Context: an optimization exercise on an open-source flow, tuned for small area, a short achievable clock period and few clock cycles. The choices shown serve that exercise and are no tape-out recipe.
The RTL was checked by simulation tests, not by an equivalence proof against the original design.
Power is estimated from default activity; no workload was simulated.

Setup of the previous run:
## bst_sorter_top
module bst_sorter_top (
	input 			clk,
	input 			rstn,
	input 			sw_rst,
	input [4:0]		i_cnfg_elems_num,
	input 			i_enable,
	output logic 		o_sorter_phase,
	input 			new_elem_valid,
	input [15:0] 		new_elem_key,
	input [31:0] 		new_elem_value,
	output logic 		new_elem_ack,
	output logic 		sort_is_done_pls,
	output logic [15:0]	min_elem_key,
	output logic [31:0]	min_elem_value,
	output logic [15:0]	max_elem_key,
	output logic [31:0]	max_elem_value,
	input 			get_all_sorted_data_req_pls,
	output logic 		get_all_sorted_data_done_lvl,
	output logic [3:0] 	get_elem_idx,
	output logic		get_elem_valid,
	output logic [15:0] 	get_elem_key,
	output logic [31:0] 	get_elem_value
	);
Size in the first run: roughly 990 flip-flops, about 210 I/O pins, about 0.033 mm^2 of cells after synthesis.
export LEC_CHECK = 0
export ABC_CLOCK_PERIOD_IN_PS = 3000
export CAP_MARGIN = 20
export CORE_MARGIN = 2
export CORE_UTILIZATION = 40
export SLEW_MARGIN = 20
create_clock -name core_clock -period 10.0 [get_ports {clk}]
standard.sh (not shown) runs the stock make flow with config.mk's settings and CLKGATE_MAP_FILE= SYNTH_SCRIPT=/design/flow/synth_recipe.tcl, a recipe that flattens the netlist after the stock synthesis.
==> flow/flow/run.sh <==
#!/bin/bash
set -euo pipefail
bash standard.sh SETUP_SLACK_MARGIN=6.6 \
	BUFFER_PORTS_ARGS="-buffer_cell sky130_fd_sc_hd__buf_1" \
	CTS_CLUSTER_SIZE=27 CTS_CLUSTER_DIAMETER=90 \
	finish > standard.log 2>&1
The previous run: all stages complete, timing, DRC and antenna checks passed
Testbench counts of the previous run, summed over its fixed seeds: cycles 15,218.
Changes in the current run relative to the previous run:
--- a/flow/design.v
+++ b/flow/design.v
@@ -210,30 +210,33 @@
 		end
 	for (int i = 4; i < D; i++)
 		rq[i] <= rq[i-1] + QW'(inc[i-1]);
 	end
 logic [KEY_W-1:0]	mx_key_r;
 logic [VALUE_W-1:0]	mx_val_r;
 logic [KEY_W-1:0]	out_key_r;
 logic [VALUE_W-1:0]	out_val_r;
 logic 			new_gt_max;
 logic 			min_gt_new;
 gen_bst_key_gt #(.W(KEY_W)) u_cmp_max (.a(rk[0]), .b(mx_key_r), .gt(new_gt_max));
 gen_bst_key_gt #(.W(KEY_W)) u_cmp_min (.a(out_key_r), .b(rk[0]), .gt(min_gt_new));
+logic 			mx_upd;
+logic 			mx_hold;
+assign mx_upd  = fresh_r & (first_r | new_gt_max);
+assign mx_hold = ~mx_upd & ~phase_r;
 always_ff @ (posedge clk)
-	if (fresh_r & (first_r | new_gt_max))
-		begin
-		mx_key_r <= rk[0];
-		mx_val_r <= rv[0];
-		end
+	begin
+	mx_key_r <= (rk[0] & {KEY_W{mx_upd}})   | (mx_key_r & {KEY_W{mx_hold}});
+	mx_val_r <= (rv[0] & {VALUE_W{mx_upd}}) | (mx_val_r & {VALUE_W{mx_hold}});
+	end
 logic [KEY_W-1:0]	sel_key;
 logic [VALUE_W-1:0]	sel_val;
 always_comb
 	begin
 	sel_key = '0;
 	sel_val = '0;
 	for (int i = 0; i < D; i++)
 		if (rvld[i] & (&rq[i]))
 			begin
 			sel_key = sel_key | rk[i];
 			sel_val = sel_val | rv[i];
 			end
Findings:
Status: xor and xnor fraction of the mapped netlist area parity (the current run, the previous run)
Compared with the previous run, the current run shows a higher initial antenna violation count.
Going from the previous run to the current run, the leakage component of the power was found to have gone up by 7.8%.
Termination of the worst setup path: u_sorter_inst.rq[26]$_DFF_P_ -> the current run, max_elem_key[12] -> the previous run
Final instance count without filler cells (the current run / the previous run): 1.08
Comparing the current run and the previous run, the higher total power was measured on the current run.
The current run falls short of the previous run in wire length.
Going from the previous run to the current run, number of filler instances in the final layout +407; portion of the clock cycle consumed by the worst path in the final layout +0.31 points; combined buffer and inverter count along the critical path +2.
[the current run vs the previous run] met3 layer wire length in the routed design: higher in the current run
Testbench counts of the current run, summed over its fixed seeds: cycles 15,218.

* * *

== old ==
Another version of the RTL of bst_sorter_top (not shown whole).
Size in the first run: about 990 flip-flops, ~34000 um2 of cells after synthesis.
Settings: LEC_CHECK=0, ABC_CLOCK_PERIOD_IN_PS=3000, CAP_MARGIN=20, CORE_MARGIN=2, CORE_UTILIZATION=40, SLEW_MARGIN=20; clock period 10.0 ns.
==> flow/flow/run.sh <==
#!/bin/bash
set -euo pipefail
bash standard.sh SETUP_SLACK_MARGIN=6.4 \
	BUFFER_PORTS_ARGS="-buffer_cell sky130_fd_sc_hd__buf_1" \
	CTS_CLUSTER_SIZE=22 CTS_CLUSTER_DIAMETER=80 \
	finish > standard.log 2>&1
old: no failed stages, no open violations at the end
Testbench counts of old, summed over its fixed seeds: cycles 15,218.
#### Input delta (new over old)
--- a/flow/design.v
+++ b/flow/design.v
@@ -156,28 +156,30 @@
 		started_r 	<= started_r | sel_now;
 		ov_r 		<= sel_now;
 		done_lvl_r 	<= done_lvl_r | last_out;
 		rvld 		<= {rvld[D-2:0], take | rvld[D-1]};
 		end
 	end
 always_ff @ (posedge clk)
 	oidx_r <= ov_r ? oidx_r + 1'b1 : '0;
 logic [D-1:0]		gt_raw;	 
 logic [D-1:0]		gt;
 logic [D-1:0]		inc;
+logic 			new_is_min;
 assign gt_raw[0] = 1'b0;
 for (genvar gi = 1; gi < D; gi++)
 	begin : g_cmp
 	gen_bst_key_gt #(.W(KEY_W)) u_cmp (.a(rk[gi]), .b(rk[0]), .gt(gt_raw[gi]));
 	end
 assign gt = rvld & gt_raw;
+assign new_is_min = &(~rvld[D-1:1] | gt_raw[D-1:1]);
 logic [1:0]	pc_a0, pc_a1, pc_a2, pc_a3, pc_a4;
 logic [1:0]	pc_a0_r, pc_a1_r, pc_a2_r, pc_a3_r, pc_a4_r;
 logic [QW-1:0]	pc;
 logic [QW-1:0]	pc_r;
 assign pc_a0 = 2'(gt[1])  + 2'(gt[2])  + 2'(gt[3]);
 assign pc_a1 = 2'(gt[4])  + 2'(gt[5])  + 2'(gt[6]);
 assign pc_a2 = 2'(gt[7])  + 2'(gt[8])  + 2'(gt[9]);
 assign pc_a3 = 2'(gt[10]) + 2'(gt[11]) + 2'(gt[12]);
 assign pc_a4 = 2'(gt[13]) + 2'(gt[14]) + 2'(gt[15]);
 assign pc = (QW'(pc_a0_r) + QW'(pc_a1_r)) + (QW'(pc_a2_r) + QW'(pc_a3_r)) + QW'(pc_a4_r);
 always_ff @ (posedge clk)
@@ -208,25 +210,23 @@
 		rk[i] <= rk[i-1];
 		rv[i] <= rv[i-1];
 		end
 	for (int i = 4; i < D; i++)
 		rq[i] <= rq[i-1] + QW'(inc[i-1]);
 	end
 logic [KEY_W-1:0]	mx_key_r;
 logic [VALUE_W-1:0]	mx_val_r;
 logic [KEY_W-1:0]	out_key_r;
 logic [VALUE_W-1:0]	out_val_r;
 logic 			new_gt_max;
-logic 			min_gt_new;
 gen_bst_key_gt #(.W(KEY_W)) u_cmp_max (.a(rk[0]), .b(mx_key_r), .gt(new_gt_max));
-gen_bst_key_gt #(.W(KEY_W)) u_cmp_min (.a(out_key_r), .b(rk[0]), .gt(min_gt_new));
 always_ff @ (posedge clk)
 	if (fresh_r & (first_r | new_gt_max))
 		begin
 		mx_key_r <= rk[0];
 		mx_val_r <= rv[0];
 		end
 logic [KEY_W-1:0]	sel_key;
 logic [VALUE_W-1:0]	sel_val;
 always_comb
 	begin
 	sel_key = '0;
@@ -237,23 +237,23 @@
 			sel_key = sel_key | rk[i];
 			sel_val = sel_val | rv[i];
 			end
 	end
 always_ff @ (posedge clk)
 	begin
 	if (cont_sel)
 		begin
 		out_key_r <= sel_key;
 		out_val_r <= sel_val;
 		end
-	else if (fresh_r & (first_r | min_gt_new))
+	else if (fresh_r & new_is_min)
 		begin
 		out_key_r <= rk[0];
 		out_val_r <= rv[0];
 		end
 	end
 assign new_elem_ack			= ack_r;
 assign sort_is_done_pls			= done_pls_r;
 assign min_elem_key			= out_key_r;
 assign min_elem_value			= out_val_r;
 assign max_elem_key			= mx_key_r;
 assign max_elem_value			= mx_val_r;
Findings:
In new relative to old, peak supply drop had gone down slightly. Relative to old, maximum cell stage delay along the critical path has gone up in new. Summary of new over old: register-to-register slack now sits lower, met2 track demand over resource +0.91 points, cell total after placement now smaller. Final area: new < old. When new is measured against old, its complex-gate fraction of the synthesized area turns out 0.16 points lower. Summary of new over old: instance area after placement went down about 3.6%; reported clock group power went down about 2%; initial standard-cell utilization of the core held; setup slack after layout went down 0.31 ns; clock transition time at the flip-flop clock pins of the worst setup and hold paths held. Comparing post-route fraction of the period consumed by the critical path for new and old, the smaller number came from old. new closes out successfully: all stages finished, all timing, DRC and antenna checks passed.
Testbench counts of new, summed over its fixed seeds: cycles 15,218.

## what the ideal ports hide
No port has a modelled driver above. Below, the same layouts with a new extraction and two added sets of constraints.
Step 1 (the two cells are an assumption about what drives the block):
set clk [get_ports {clk}]
set_driving_cell -lib_cell sky130_fd_sc_hd__clkbuf_16 $clk
set_driving_cell -lib_cell sky130_fd_sc_hd__buf_2 [delete_from_list [all_inputs] $clk]
Step 2, shift: input delay + t, output delay - t, t = (earliest + latest rising clock arrival at the registers) / 2. This alone moves slack from input paths to output paths.
Slacks: ideal ports / drivers / drivers and shift; pairs: ideal ports / drivers.
run | shift t [ns] | slack for setup (ns) | worst slew at a driven data input, ns | cell pins on the clock port's net
the previous run | 0.680 | 6.642 / 6.577 / 6.132 | 0.04 | 1
the current run | 0.704 | 6.612 / 6.600 / 6.102 | 0.06 | 1
old | 0.711 | 6.521 / 6.547 / 5.849 | 0.07 | 1
new | 0.701 | 6.208 / 6.208 / 5.879 | 0.11 | 1
After both steps setup and hold are still met in every run listed. The setup slack of old, which loses most, moves by +0.026 ns with the drivers and by -0.672 ns with both steps.
